This design comes from an exercise in tuning for small area on the open sky130 flow, not from production work. Function was checked by simulation only, so behaviour that the tests miss may differ from the original.

==> flow/run.sh <==
#!/bin/bash
# synth_recipe.tcl (not shown) runs the flow's synth.tcl, then flattens the netlist and writes it again
# the make line also repeats each setting of config.mk as NAME=value (left out here)
make -C /OpenROAD-flow-scripts/flow DESIGN_CONFIG=/design/flow/config.mk WORK_HOME=/design/flow/orfs CLKGATE_MAP_FILE= SYNTH_SCRIPT=/design/flow/synth_recipe.tcl finish
==> flow/config.mk <==
export PLATFORM = sky130hd
export DESIGN_NAME = sgap_conv
export DESIGN_NICKNAME = sgap_conv
export VERILOG_FILES = /design/flow/design.v
export SDC_FILE = /design/flow/constraint.sdc
export NUM_CORES = 4
export LEC_CHECK = 0
export CAP_MARGIN = 20
export CORE_MARGIN = 2
export CORE_UTILIZATION = 40
export SLEW_MARGIN = 20
==> flow/constraint.sdc <==
create_clock -name core_clock -period 35.0 [get_ports {clk}]
set_input_delay 7.0000 -clock core_clock [delete_from_list [all_inputs] [get_ports {clk}]]
set_output_delay 7.0000 -clock core_clock [all_outputs]
set_load 0.01 [all_outputs]
==> flow/design.v <==
`timescale 1ns / 1ps
module mul_2bit(clk,reset,A,B,result);
input clk,reset;
input [1:0] A,B;
output [3:0] result;
reg [3:0] result;
always@(posedge clk or negedge reset)
begin
  if(reset == 1'b0)
    result <= 4'b0;
  else
   begin
      result[3] <= A[1] & A[0] & B[1] & B[0];
      result[2] <= A[1] & (~A[0]) & B[1] | A[1] & B[1] & (~B[0]);
      result[1] <= A[1] & (~B[1]) & B[0] | A[1] & (~A[0]) & B[0] | (~A[1]) & A[0] & B[1] | A[0] & B[1] & (~B[0]);
      result[0] <= A[0] & B[0];
   end
end
endmodule
`timescale 1ns / 1ps
module mul_3bit(clk,reset,A,B,result);
input clk,reset;
input [2:0] A,B;
output [5:0] result;
reg [5:0] result;
always@(posedge clk or negedge reset) 
begin
  if(reset==0)
    result <= 6'b0;
  else
   begin
        case(A)
          3'b000: result <= 6'b0;
          3'b001: result <= B;
          3'b010: result <= {B,1'b0};
          3'b011: result <= {B,1'b0}+B;
          3'b100: result <= {B,2'b0};
          3'b101: result <= {B,2'b0}+B;
          3'b110: result <= {B,2'b0}+{B,1'b0}; 
          default:  result <= {B,3'b0} + (~B + 1);
        endcase
   end
end
endmodule
`timescale 1ns / 1ps
module mul(clk,reset,filterWeight2,filterWeight3,filterOut2,filterOut3,computeOut2,computeOut3);
input clk,reset;
input [179:0] filterWeight2;      
input [59:0] filterWeight3;      
input [215:0] filterOut2;         
input [71:0] filterOut3;         
output [143:0] computeOut2;         
output [71:0] computeOut3;         
genvar i;
generate
    for (i = 0; i < 36; i=i+1)
       mul_2bit mul_2bit1(clk,reset,filterOut2[i*6+:2],filterOut2[(i*6+3)+:2],computeOut2[i*4+:4]);
    for (i = 0; i < 12; i=i+1)
       mul_3bit mul_3bit1(clk,reset,filterOut3[i*6+:3],filterOut3[(i*6+3)+:3],computeOut3[i*6+:6]);
endgenerate
endmodule
`timescale 1ns / 1ps
module shifter4bit(clk,reset,a,shift_bits,shiftOut);
input clk,reset;
input [3:0] a;
input [4:0] shift_bits;
output [23:0] shiftOut;
reg [23:0] shiftOut;
always@(posedge clk or negedge reset)
begin
    if(reset==1'b0)
    begin
        shiftOut<=24'b0;
    end
    else
    begin
        case(shift_bits)
            5'b00000:  shiftOut<={20'b0,a};
            5'b00001:  shiftOut<={19'b0,a,1'b0};
            5'b00010:  shiftOut<={18'b0,a,2'b0};
            5'b00011:  shiftOut<={17'b0,a,3'b0};
            5'b00100:  shiftOut<={16'b0,a,4'b0};
            5'b00101:  shiftOut<={15'b0,a,5'b0};
            5'b00110:  shiftOut<={14'b0,a,6'b0};
            5'b00111:  shiftOut<={13'b0,a,7'b0};
            5'b01000:  shiftOut<={12'b0,a,8'b0};
            5'b01001:  shiftOut<={11'b0,a,9'b0};
            5'b01010:  shiftOut<={10'b0,a,10'b0};
            5'b01011:  shiftOut<={9'b0,a,11'b0};
            5'b01100:  shiftOut<={8'b0,a,12'b0};
            5'b01101:  shiftOut<={7'b0,a,13'b0};
            5'b01110:  shiftOut<={6'b0,a,14'b0};
            5'b01111:  shiftOut<={5'b0,a,15'b0};
            5'b10000:  shiftOut<={4'b0,a,16'b0};
            5'b10001:  shiftOut<={3'b0,a,17'b0};
            5'b10010:  shiftOut<={2'b0,a,18'b0};
            5'b10011:  shiftOut<={1'b0,a,19'b0};
            5'b10100:  shiftOut<={a,20'b0};
            default:   shiftOut<=24'b0;
        endcase
    end
end
endmodule
`timescale 1ns / 1ps
module shifter6bit(clk,reset,a,shift_bits,shiftOut);
input clk,reset;
input [5:0] a;
input [4:0] shift_bits;
output [23:0] shiftOut;
reg [23:0] shiftOut;
always@(posedge clk or negedge reset)
begin
    if(reset==1'b0)
    begin
        shiftOut<=24'b0;
    end
    else
    begin
        case(shift_bits)
            5'b00000:  shiftOut<={20'b0,a};
            5'b00001:  shiftOut<={17'b0,a,1'b0};
            5'b00010:  shiftOut<={16'b0,a,2'b0};
            5'b00011:  shiftOut<={15'b0,a,3'b0};
            5'b00100:  shiftOut<={14'b0,a,4'b0};
            5'b00101:  shiftOut<={13'b0,a,5'b0};
            5'b00110:  shiftOut<={12'b0,a,6'b0};
            5'b00111:  shiftOut<={11'b0,a,7'b0};
            5'b01000:  shiftOut<={10'b0,a,8'b0};
            5'b01001:  shiftOut<={9'b0,a,9'b0};
            5'b01010:  shiftOut<={8'b0,a,10'b0};
            5'b01011:  shiftOut<={7'b0,a,11'b0};
            5'b01100:  shiftOut<={6'b0,a,12'b0};
            5'b01101:  shiftOut<={5'b0,a,13'b0};
            5'b01110:  shiftOut<={4'b0,a,14'b0};
            5'b01111:  shiftOut<={3'b0,a,15'b0};
            5'b10000:  shiftOut<={2'b0,a,16'b0};
            5'b10001:  shiftOut<={1'b0,a,17'b0};
            5'b10010:  shiftOut<={a,18'b0};
            default:   shiftOut<=24'b0;
        endcase
    end
end
endmodule
`timescale 1ns / 1ps
module concat(clk,reset,computeOut2,computeOut3,filterWeight2,filterWeight3,concatOut,nonconcatOut);
input clk,reset;
input [143:0] computeOut2;         
input [71:0] computeOut3;         
input [179:0] filterWeight2;      
input [59:0] filterWeight3;      
output [383:0] concatOut;
output [383:0] nonconcatOut;
reg [383:0] concatOut;
reg [383:0] nonconcatOut;    
wire [863:0] shiftOut2;      
wire [287:0] shiftOut3;      
genvar i;
generate
    for (i = 0 ; i < 36; i=i+1)
       shifter4bit shifter4bit1(clk,reset,computeOut2[i*4+:4],filterWeight2[i*5+:5],shiftOut2[i*24+:24]);
    for (i = 0; i < 12; i=i+1)
       shifter6bit shifter6bit1(clk,reset,computeOut3[i*6+:6],filterWeight3[i*5+:5],shiftOut3[i*24+:24]);
endgenerate
always@(*)
begin
  if(reset==1'b0)
  begin
    concatOut<=384'b0;
    nonconcatOut<=384'b0;
  end
  else
  begin
    nonconcatOut[23:0]<=shiftOut2[23:0];
    nonconcatOut[47:24]<=shiftOut2[47:24];
    concatOut[23:0]<=shiftOut2[71:48] | shiftOut3[23:0];
    concatOut[47:24]<=shiftOut2[95:72] | shiftOut3[47:24];
    concatOut[71:48]<=shiftOut2[143:120] | shiftOut2[119:96];
    concatOut[95:72]<=shiftOut2[167:144] | shiftOut3[71:48];
    concatOut[119:96]<=shiftOut2[191:168] | shiftOut3[95:72];
    nonconcatOut[71:48]<=shiftOut2[215:192];
    nonconcatOut[95:72]<=shiftOut2[239:216];
    nonconcatOut[119:96]<=shiftOut2[263:240];
    nonconcatOut[143:120]<=shiftOut2[287:264];
    concatOut[143:120]<=shiftOut2[311:288] | shiftOut3[119:96];
    concatOut[167:144]<=shiftOut2[335:312] | shiftOut3[143:120];
    concatOut[191:168]<=shiftOut2[383:360] | shiftOut2[359:336];
    concatOut[215:192]<=shiftOut2[407:384] | shiftOut3[167:144];
    concatOut[239:216]<=shiftOut2[431:408] | shiftOut3[191:168];
    nonconcatOut[167:144]<=shiftOut2[455:432];
    nonconcatOut[191:168]<=shiftOut2[479:456];
    nonconcatOut[215:192]<=shiftOut2[503:480];
    nonconcatOut[239:216]<=shiftOut2[527:504];
    concatOut[263:240]<=shiftOut2[551:528] | shiftOut3[215:192];
    concatOut[287:264]<=shiftOut2[575:552] | shiftOut3[239:216];
    concatOut[311:288]<=shiftOut2[623:600] | shiftOut2[599:576];
    concatOut[335:312]<=shiftOut2[647:624] | shiftOut3[263:240];
    concatOut[359:336]<=shiftOut2[671:648] | shiftOut3[287:264];
    nonconcatOut[263:240]<=shiftOut2[695:672];
    nonconcatOut[287:264]<=shiftOut2[719:696];
    nonconcatOut[311:288]<=shiftOut2[743:720];
    nonconcatOut[335:312]<=shiftOut2[767:744];
    concatOut[383:360]<=shiftOut2[815:792] | shiftOut2[791:768];
    nonconcatOut[359:336]<=shiftOut2[839:816];
    nonconcatOut[383:360]<=shiftOut2[863:840];
  end
end
endmodule
`timescale 1ns / 1ps
module add(clk,reset,concatOut,nonconcatOut,addOut);
input clk,reset;
input [383:0] concatOut;          
input [383:0] nonconcatOut;       
output [29:0] addOut;
reg [29:0] addOut;
always@(posedge clk or negedge reset)
begin
   if(reset==1'b0)
      addOut<=30'b0;
   else
   begin
      addOut<=concatOut[383:360]+concatOut[359:336]+concatOut[335:312]+concatOut[311:288]+concatOut[287:264]+concatOut[263:240]+concatOut[239:216]+concatOut[215:192]+concatOut[191:168]+concatOut[167:144]+concatOut[143:120]+concatOut[119:96]+concatOut[95:72]+concatOut[71:48]+concatOut[47:24] + concatOut[23:0]+nonconcatOut[383:360]+nonconcatOut[359:336]+nonconcatOut[335:312]+nonconcatOut[311:288]+nonconcatOut[287:264]+nonconcatOut[263:240]+nonconcatOut[239:216]+nonconcatOut[215:192]+nonconcatOut[191:168]+nonconcatOut[167:144]+nonconcatOut[143:120]+nonconcatOut[119:96]+nonconcatOut[95:72]+nonconcatOut[71:48]+nonconcatOut[47:24]+nonconcatOut[23:0];
   end
end
endmodule
`timescale 1ns / 1ps
module maxpooling(clk,reset,operands,maxOut);
input clk,reset;
input [107:0] operands;        
output [11:0] maxOut;
reg [11:0] maxOut;
reg [11:0] maxreg;
reg [3:0] i;
always@(*)
begin 
   maxreg = 12'b0;
   for (i=0; i<9; i=i+1)
   begin
       if(operands[i*12+:12] > maxreg) 
          maxreg = operands[i*12+:12]; 
   end
   if(reset==1'b0)
      maxOut = 12'b0;
   else
      maxOut = maxreg;
end 
endmodule
`timescale 1ns / 1ps
module avg_sum(clk,reset,operands,sumreg);
input clk,reset;
input [107:0] operands;        
output [15:0] sumreg;
reg [15:0] sumreg;
always@(*)
begin
    if(reset==1'b0)
      sumreg<=16'b0;
   else
      sumreg<=(({4'b0,operands[11:0]}+operands[23:12])+(operands[35:24]+operands[47:36]))+((operands[59:48]+operands[71:60])+(operands[83:72]+operands[95:84]))+operands[107:96];
end
endmodule
`timescale 1ns / 1ps
module avgpooling(clk,reset,operands,avgOut);
input clk,reset;
input [107:0] operands;        
output [11:0] avgOut;
reg [11:0] avgOut;
wire [15:0] sumreg;
reg [3:0] i;
avg_sum avg_sum1(clk,reset,operands,sumreg);
always@(*)
begin 
   if(reset==1'b0)
      avgOut<=12'b0;
   else
      avgOut<=sumreg/9;
end 
endmodule
`timescale 1ns / 1ps
module sgap_conv(clk,reset,ops,filterWeight2,filterWeight3,filterOut2,filterOut3,operands,data,sum);
input clk,reset;
input [1:0] ops;
input [179:0] filterWeight2;      
input [59:0] filterWeight3;       
input [215:0] filterOut2;         
input [71:0] filterOut3;          
input [107:0] operands;           
input [63:0] data;      
output [29:0] sum;
reg [29:0] sum;
wire [143:0] computeOut2;         
wire [71:0] computeOut3;         
wire [383:0] concatOut;          
wire [383:0] nonconcatOut;       
wire [29:0] addOut;
wire [11:0] maxOut;
wire [11:0] avgOut;
mul mul1(clk,reset,filterWeight2,filterWeight3,filterOut2,filterOut3,computeOut2,computeOut3);
concat concat1(clk,reset,computeOut2,computeOut3,filterWeight2,filterWeight3,concatOut,nonconcatOut);
add  add1(clk,reset,concatOut,nonconcatOut,addOut);
maxpooling maxpooling1(clk,reset,operands,maxOut);
avgpooling avgpooling1(clk,reset,operands,avgOut);
always@(*)
begin
   case(ops)
      2'b00:  sum<=addOut;
      2'b01:  sum<=maxOut;
      2'b10:  sum<=avgOut;
      default:  sum<=data;
   endcase
end
endmodule
==> run summary, run 1 <==
Seq cells post-synth - 1398
Avg Cell Area, Syn - 9.265 sq um
# rows - 181
Max incr delay on CP - 720 ps
Final wirelength - 336.8 mm
Final HPWL from detailed placement - 272.2 mm
Endpoints failing setup - 0
Worst EP required - 28000 ps
CP Class - input port to primary output
Slew @ Worst Pin - 1031 ps
Reg-to-reg critical path startpoint - concat1.genblk2[11].shifter6bit1.shiftOut[1]
Synthesis-to-finish area growth - 14.98%
Max cap viols - 0
Setup TNS - 0 ps
Nets - 12594
CP startpoint kind - input port
Worst Path Arrival - 24640 ps
Max Fanout on Critical Path - 24
Chip Width - 498.4 um
TritonCTS Buffers - 166
Clock insertion delay at the later pin of the skew report - 860 ps
CTS hold repair buffers - 0
Final Max Slew Viols - 0
Cts repair resizes - 0
Synth top area cells - dfrtp_1, fa_1, nand2_1
Achievable Freq - 0.03161 GHz
Max clock buf depth - 3
Main flop type after synthesis - dfrtp_1
Fin crit share - 90.39%
Port-buffer cells - 627
Antenna violations before repair - 59
GP Congestion - 1.003
DRC - 0
Share of cells above drive strength 1 - 5.156%
Outcome - complete, no violations
Routed WL per cell - 23.74 um
CTS tree - done
Mapped Cells - 10552
Most frequent cell after synthesis - dfrtp_1
Syn_nets - 12328
Cell variety after synth - 124
Number of synthesized flops with an enable pin - 0
Postcts setup bufs - 0
Vias in the first global route - 79070
Most used cell along the critical path - a21oi_1
Largest net degree at the start of global routing - 179
Crit path time final - 31640 ps
Headroom to the max-slew limit - 30.53%
Hold Violations, Final - 0
Sink Count - 1398
Final Skew - 47.61 ps
Fillers - 23162
Clock H-tree levels - 4
Final ANT Viol Nets - 0
Clock-pin slew on the worst setup and hold paths - 60 ps
Grt ovf - 0
Hold Startpoint - mul1.genblk1[14].mul_2bit1.result[1]
Slowest library cell on the worst path - a22oi_1
First-pass GRT wire length - 506.1 mm
Via count - 79529
Leading area contributor after synthesis - dfrtp_1
Setup crit end kind - primary output
Tot GR Track Use - 26.90%
Mapped Area - 97770 sq um
Setup WS pre-CTS - 3412 ps
Post-synthesis sequential area ratio - 35.78%
Top cell type's share of synthesized area - 35.78%
Hold crit path type - register to register
# IOs - 734
RSZ-0062 raised after global routing - no
CTS root buffer - clkbuf_16
List of most frequent post-synthesis cells - dfrtp_1, nand2_1, nor2_1
Iteration count of the initial detailed-routing pass - 6
Synth async-reset ratio - 100.0%
Worst setup margin - 3363 ps
Starting Density - 40.20%
Routed vias/inst - 5.606
Critical Path Source - operands[5]
Total die area - 248400 sq um
Die H - 498.4 um
Area of the core - 243200 sq um
Yosys warning count - 10
Drt first-iter violations - 8605
cell families (layout without fill, tap and decap cells):
logic type,count (synthesis),in the layout,synth area share [%]
simple gates,3769,3769,18.23
compound gates,2418,2418,16.15
buf+inv,1464,1870,5.655
flops,1398,1398,35.78
fa+ha+maj,1078,1078,19.82
mux,261,261,2.846
xor+xnor,164,164,1.510
other cells,0,26,0
worst paths after layout:
path,endpoint,slack (ps),cells past startpoint
hold reg to reg,concat1.genblk1[14].shifter4bit1.shiftOut[21],550,2
min in group asynchronous,mul1.genblk1[10].mul_2bit1.result[0],6030,1
max in group asynchronous,mul1.genblk1[16].mul_2bit1.result[0],25330,6
setup / recovery,sum[0],3360,94
hold / removal,concat1.genblk1[14].shifter4bit1.shiftOut[21],550,2
setup reg to reg,add1.addOut[29],23190,45
worst max-delay path: cells and delay by family:
family | cells | cell delay, ps
buffers and inverters | 11 | 2880
AO/OA/AOI/OAI | 50 | 9410
adder cells (fa/ha/maj) | 8 | 2370
AND/OR/NAND/NOR | 21 | 1980
multiplexers | 4 | 980
through the flow:
| step | util, % | cell area (sq um) | cells | hold WS, ps |
|---|---|---|---|---|
| 6_report | 46.22 | 112400 | 14186 | 546.4 |
| 5_1_grt | 46.21 | 112400 | 14176 | 580.3 |
| 4_1_cts | 46.19 | 112300 | 14160 | 540.9 |
| 3_5_place_dp | 43.70 | 106300 | 13852 | 524.4 |
| 3_3_place_gp | 43.70 | 106300 | 13852 | 510.8 |
| 2_1_floorplan | - | 97770 | 10552 | 460.3 |
placed cells by master, fill, tap and decap left out, types with 250 or more instances in the layout:
master           netlist  routed
dfrtp_1             1398    1398
nand2_1             1246    1246
nor2_1              1004    1003
inv_1                887     887
fa_1                 786     786
o21ai_0              767     767
clkdlybuf4s50_1        0     625
a21oi_1              422     422
ha_1                 286     286
a22oi_1              273     273
nor3_1               250     250
layout make-up:
class | instances | area (sq um) | share of cell area, %
multi-input cells | 7690 | 57270 | 50.95
flip-flops and latches | 1398 | 34980 | 31.12
repair buffers | 670 | 6678 | 5.940
clock buffers | 212 | 4638 | 4.126
well taps | 3202 | 4006 | 3.564
inverters | 892 | 3348 | 2.978
clock inverters | 96 | 1419 | 1.262
diodes | 26 | 65.06 | 0.05788
layer usage:
metal / GRT usage, % / up-vias / share of wire, %
li1: - / 36589 / -
met3: 5.287 / 554 / 7.5
met4: 9.855 / 40 / 4.1
met1: 36.84 / 39269 / 43
met5: 0 / - / 0.076
met2: 42.33 / 3077 / 46
registers in the layout, summed over array words and instances (netlist names):
signal                                 cells
mul1.genblk1.mul_2bit1.result            144
concat1.genblk1.shifter4bit1.shiftOut    864
concat1.genblk2.shifter6bit1.shiftOut    288
add1.addOut                               30
mul1.genblk2.mul_3bit1.result             72
==> inputs of run 2 (changes only) <==
==> flow/design.v (replaced) <==
`timescale 1ns / 1ps
module sgap_conv(clk,reset,ops,filterWeight2,filterWeight3,filterOut2,filterOut3,operands,data,sum);
input clk,reset;
input [1:0] ops;
input [179:0] filterWeight2;
input [59:0] filterWeight3;
input [215:0] filterOut2;
input [71:0] filterOut3;
input [107:0] operands;
input [63:0] data;
output reg [29:0] sum;
reg [143:0] p2;
reg [71:0] p3;
reg [28:0] acc;
reg [28:0] r;
integer i;
always @(posedge clk or negedge reset)
  if (!reset) begin
    p2 <= 0; p3 <= 0;
  end else begin
    for (i = 0; i < 36; i = i + 1)
      p2[i*4+:4] <= filterOut2[i*6+:2] * filterOut2[i*6+3+:2];
    for (i = 0; i < 12; i = i + 1)
      p3[i*6+:6] <= filterOut3[i*6+:3] * filterOut3[i*6+3+:3];
  end
reg [23:0] s2 [0:35];
reg [23:0] s3 [0:11];
reg [28:0] tot;
always @(*) begin
  for (i = 0; i < 36; i = i + 1)
    s2[i] = (filterWeight2[i*5+:5] <= 20) ? ({20'b0, p2[i*4+:4]} << filterWeight2[i*5+:5]) : 24'b0;
  for (i = 0; i < 12; i = i + 1)
    s3[i] = (filterWeight3[i*5+:5] <= 18) ? ({18'b0, p3[i*6+:6]} << filterWeight3[i*5+:5]) : 24'b0;
  tot = s2[0] + s2[1] + s2[8] + s2[9] + s2[10] + s2[11] + s2[18] + s2[19]
      + s2[20] + s2[21] + s2[28] + s2[29] + s2[30] + s2[31] + s2[34] + s2[35]
      + (s2[2] | s3[0]) + (s2[3] | s3[1]) + (s2[5] | s2[4]) + (s2[6] | s3[2])
      + (s2[7] | s3[3]) + (s2[12] | s3[4]) + (s2[13] | s3[5]) + (s2[15] | s2[14])
      + (s2[16] | s3[6]) + (s2[17] | s3[7]) + (s2[22] | s3[8]) + (s2[23] | s3[9])
      + (s2[25] | s2[24]) + (s2[26] | s3[10]) + (s2[27] | s3[11]) + (s2[33] | s2[32]);
end
always @(posedge clk or negedge reset)
  if (!reset) begin
    acc <= 0; r <= 0;
  end else begin
    acc <= tot; r <= acc;
  end
reg [11:0] mx;
reg [15:0] asum;
always @(*) begin
  mx = 12'b0;
  asum = 16'b0;
  for (i = 0; i < 9; i = i + 1) begin
    if (operands[i*12+:12] > mx) mx = operands[i*12+:12];
    asum = asum + operands[i*12+:12];
  end
end
wire [11:0] avg = asum / 9;
always @(*)
  case (ops)
    2'b00: sum = {1'b0, r};
    2'b01: sum = reset ? {18'b0, mx} : 30'b0;
    2'b10: sum = reset ? {18'b0, avg} : 30'b0;
    default: sum = data[29:0];
  endcase
endmodule
==> run summary, run 2 <==
Outcome - complete, no violations
Final HPWL from detailed placement - 185.6 mm (-32%)
# rows - 138 (-24%)
List of most frequent post-synthesis cells - inv_1, fa_1, nand2_1
Max incr delay on CP - 740 ps (+20 ps)
Adder-Cell Fraction of Synth Area - 35.37% (+16 points)
Number of synthesized flops with an enable pin - 0 (unchanged)
First-pass GRT wire length - 320.1 mm (-37%)
Achievable Freq - 0.03041 GHz (-3.8%)
CTS hold repair buffers - 0 (unchanged)
Vias in the first global route - 51912 (-34%)
Largest registers - p2 (144), p3 (72)
Clock-pin slew on the worst setup and hold paths - 50 ps (about the same)
CTS tree - done
Total die area - 146100 sq um (-41%)
Largest net degree at the start of global routing - 67 (-63%)
Max clock buf depth - 3 (unchanged)
Sink Count - 274 (-80%)
Setup crit end kind - primary output
Worst setup margin - 2119 ps (-1244 ps)
Fillers - 13942 (-40%)
Via count - 51771 (-35%)
Avg Cell Area, Syn - 8.352 sq um (-9.9%)
Layout Cells excl Fill - 9186 (-35%)
Post-synthesis mux area share - 6.144% (+3.3 points)
Iteration count of the initial detailed-routing pass - 8 (+2)
Cell variety after synth - 113 (-8.9%)
Final ANT Viol Nets - 0 (unchanged)
Kind of cell adding the most delay to the critical path - compound AO/OA/AOI/OAI gates
Tot GR Track Use - 28.77% (+1.9 points)
Clock H-tree levels - 2 (-2)
Die H - 382.2 um (-23%)
Max Fanout on Critical Path - 24 (unchanged)
Fin crit share - 93.95% (+3.6 points)
Synth Area in Simple Gates - 19.36% (+1.1 points)
Drt first-iter violations - 4839 (-44%)
Synth async-reset ratio - 100.0% (unchanged)
Hold crit path type - register to register
Synthesis-to-finish area growth - 15.90%
Largest family of logic cells by synthesized area - adder cells
Area of the core - 141800 sq um (-42%)
Share of cells above drive strength 1 - 3.965% (-1.2 points)
Final Skew - 50.90 ps (+3.290 ps)
XOR/XNOR Fraction of Synth Area - 1.176% (-0.33 points)
Yosys warning count - 3 (-7)
Routed vias/inst - 5.636 (+0.53%)
Worst r2r path cells - 44 (-2.2%)
Routed WL per cell - 23.11 um (-2.7%)
Max reg flops - 144 (-83%)
Synth top area cells - fa_1, dfrtp_1, ha_1
Hold WS - 352.0 ps (-194.3 ps)
Crit. path cell count - 92 (-2.1%)
Cts repair resizes - 0 (unchanged)
GP Congestion - 1.032 (+2.9%)
Hold Path Depth - 0 (-2)
Seq cells post-synth - 274 (-80%)
Headroom to the max-slew limit - 32.55% (+2.0 points)
Crit path time final - 32880 ps (+1244 ps)
Endpoints failing setup - 0 (unchanged)
Most common cell after layout, fill and taps aside - inv_1
Final Max Slew Viols - 0 (unchanged)
Most flops, register - p2
Port-buffer cells - 627 (unchanged)
RSZ-0062 raised after global routing - no
Setup WS pre-CTS - 2357 ps (-1055 ps)
Mapped Area - 57230 sq um (-41%)
Grt ovf - 0 (unchanged)
Main flop type after synthesis - dfrtp_1
Worst path bufs/invs - 12 (+1)
Placed Cells - 9109 (-34%)
Clock insertion delay at the later pin of the skew report - 640 ps (-220 ps)
Setup TNS - 0 ps (unchanged)
Mapped Cells - 6852 (-35%)
Syn_nets - 8677 (-30%)
Multi-input logic area - 45760 sq um (-20%)
Nets - 9085 (-28%)
Worst EP required - 28000 ps (about the same)
Compound-Gate Fraction of Synth Area - 17.87% (+1.7 points)
# IOs - 734 (unchanged)
Starting Density - 40.37% (+0.17 points)
Hold Violations, Final - 0 (unchanged)
CP Class - input port to primary output
Antenna violations before repair - 19 (-68%)
Most frequent cell after synthesis - inv_1
Post-synthesis sequential area ratio - 11.98% (-24 points)
Register area - 6857 sq um (-80%)
CP startpoint kind - input port
Worst Path Arrival - 25880 ps (+1240 ps)
Most used cell along the critical path - a21oi_1
Slew @ Worst Pin - 1001 ps (-29.97 ps)
Final wirelength - 212.3 mm (-37%)
Leading area contributor after synthesis - fa_1
TritonCTS Buffers - 38 (-77%)
DRC - 0 (unchanged)
CTS root buffer - clkbuf_16
Chip Width - 382.2 um (-23%)
Postcts setup bufs - 0 (unchanged)
Top cell type's share of synthesized area - 28.69% (-7.1 points)
Max cap viols - 0 (unchanged)
Slowest library cell on the worst path - nor2_1
Most frequent cells in the layout - inv_1, fa_1, nand2_1
[run 2: cell count changes after synthesis, sizes merged, moves of 52 or more]
cell / before / now
and2: 216 / 290
a221o: 56 / 4
nor2: 1005 / 480
a22oi: 274 / 155
inv: 889 / 944
nand3: 202 / 77
clkbuf: 523 / 246
dfrtp: 1398 / 274
o21ai: 782 / 311
nor3: 254 / 138
nand2: 1247 / 722
a21oi: 424 / 359
[run 2: through the flow]
step | utilization, % | instance area (sq um)
finish | 46.79 | 66330
CTS | 46.76 | 66290
global placement | 45.83 | 64970
detailed placement | 45.83 | 64970
floorplan | - | 57230
global route | 46.78 | 66320
[run 2: worst paths after layout]
path	start	to	slack, ps
max	operands[1]	sum[0]	2120
min	acc[14]	r[14]	350
max reg2reg	p2[91]	acc[28]	23770
min reg2reg	acc[14]	r[14]	350
max in group asynchronous	reset	p2[44]	26420
min in group asynchronous	reset	acc[6]	6310
[run 2: cells by family (layout without fill, tap and decap cells)]
family | Yosys count | in the layout
AND/OR/NAND/NOR | 2263 | 2263
flip-flops | 274 | 274
AO/OA/AOI/OAI | 1548 | 1548
buffers and inverters | 1227 | 1664
other | 0 | 7
multiplexers | 337 | 337
XOR/XNOR | 76 | 76
adder cells (fa/ha/maj) | 1127 | 1127
[run 2: final cells by class]
class                   instances  area share, %
clock buffers                  46          1.554
repair buffers                648          9.726
inverters                     947          5.359
clock inverters                23         0.4358
multi-input cells            5351          68.99
diodes                          7        0.02641
well taps                    1890          3.565
flip-flops and latches        274          10.34
[run 2: metal layers]
metal,global-route usage [%],vias up,part of all wire (%)
li1,-,24051,-
met1,38.10,25395,42
met2,46.83,1984,46
met3,5.637,321,7.6
met4,9.981,20,4.0
met5,0,-,0.064

afterwards: timing with drivers on the ports:
Ports are ideal in the flow. The routed layouts listed here were re-timed in OpenROAD. Step 1: set_driving_cell puts a clkbuf_16 on clk and a buf_2 on each other input, an assumption about the parent block. Step 2, shift: input delay + t, output delay - t, t = (earliest + latest rising clock arrival at the registers) / 2. This alone moves slack from input paths to output paths. Slacks: no drivers / after step 1 / after step 2; pairs: no drivers / after step 1.
run	t (ns)	slack for setup (ns)	hold slack, ns
run 1	0.929	3.363 / 3.319 / 3.319	0.546 / 0.546 / 0.546
run 2	0.690	2.119 / 2.088 / 2.088	0.352 / 0.352 / 0.352
After both steps setup and hold are still met in every run listed. For run 1, which loses most, drivers alone change the setup slack by -0.044 ns; drivers and shift together by -0.044 ns.
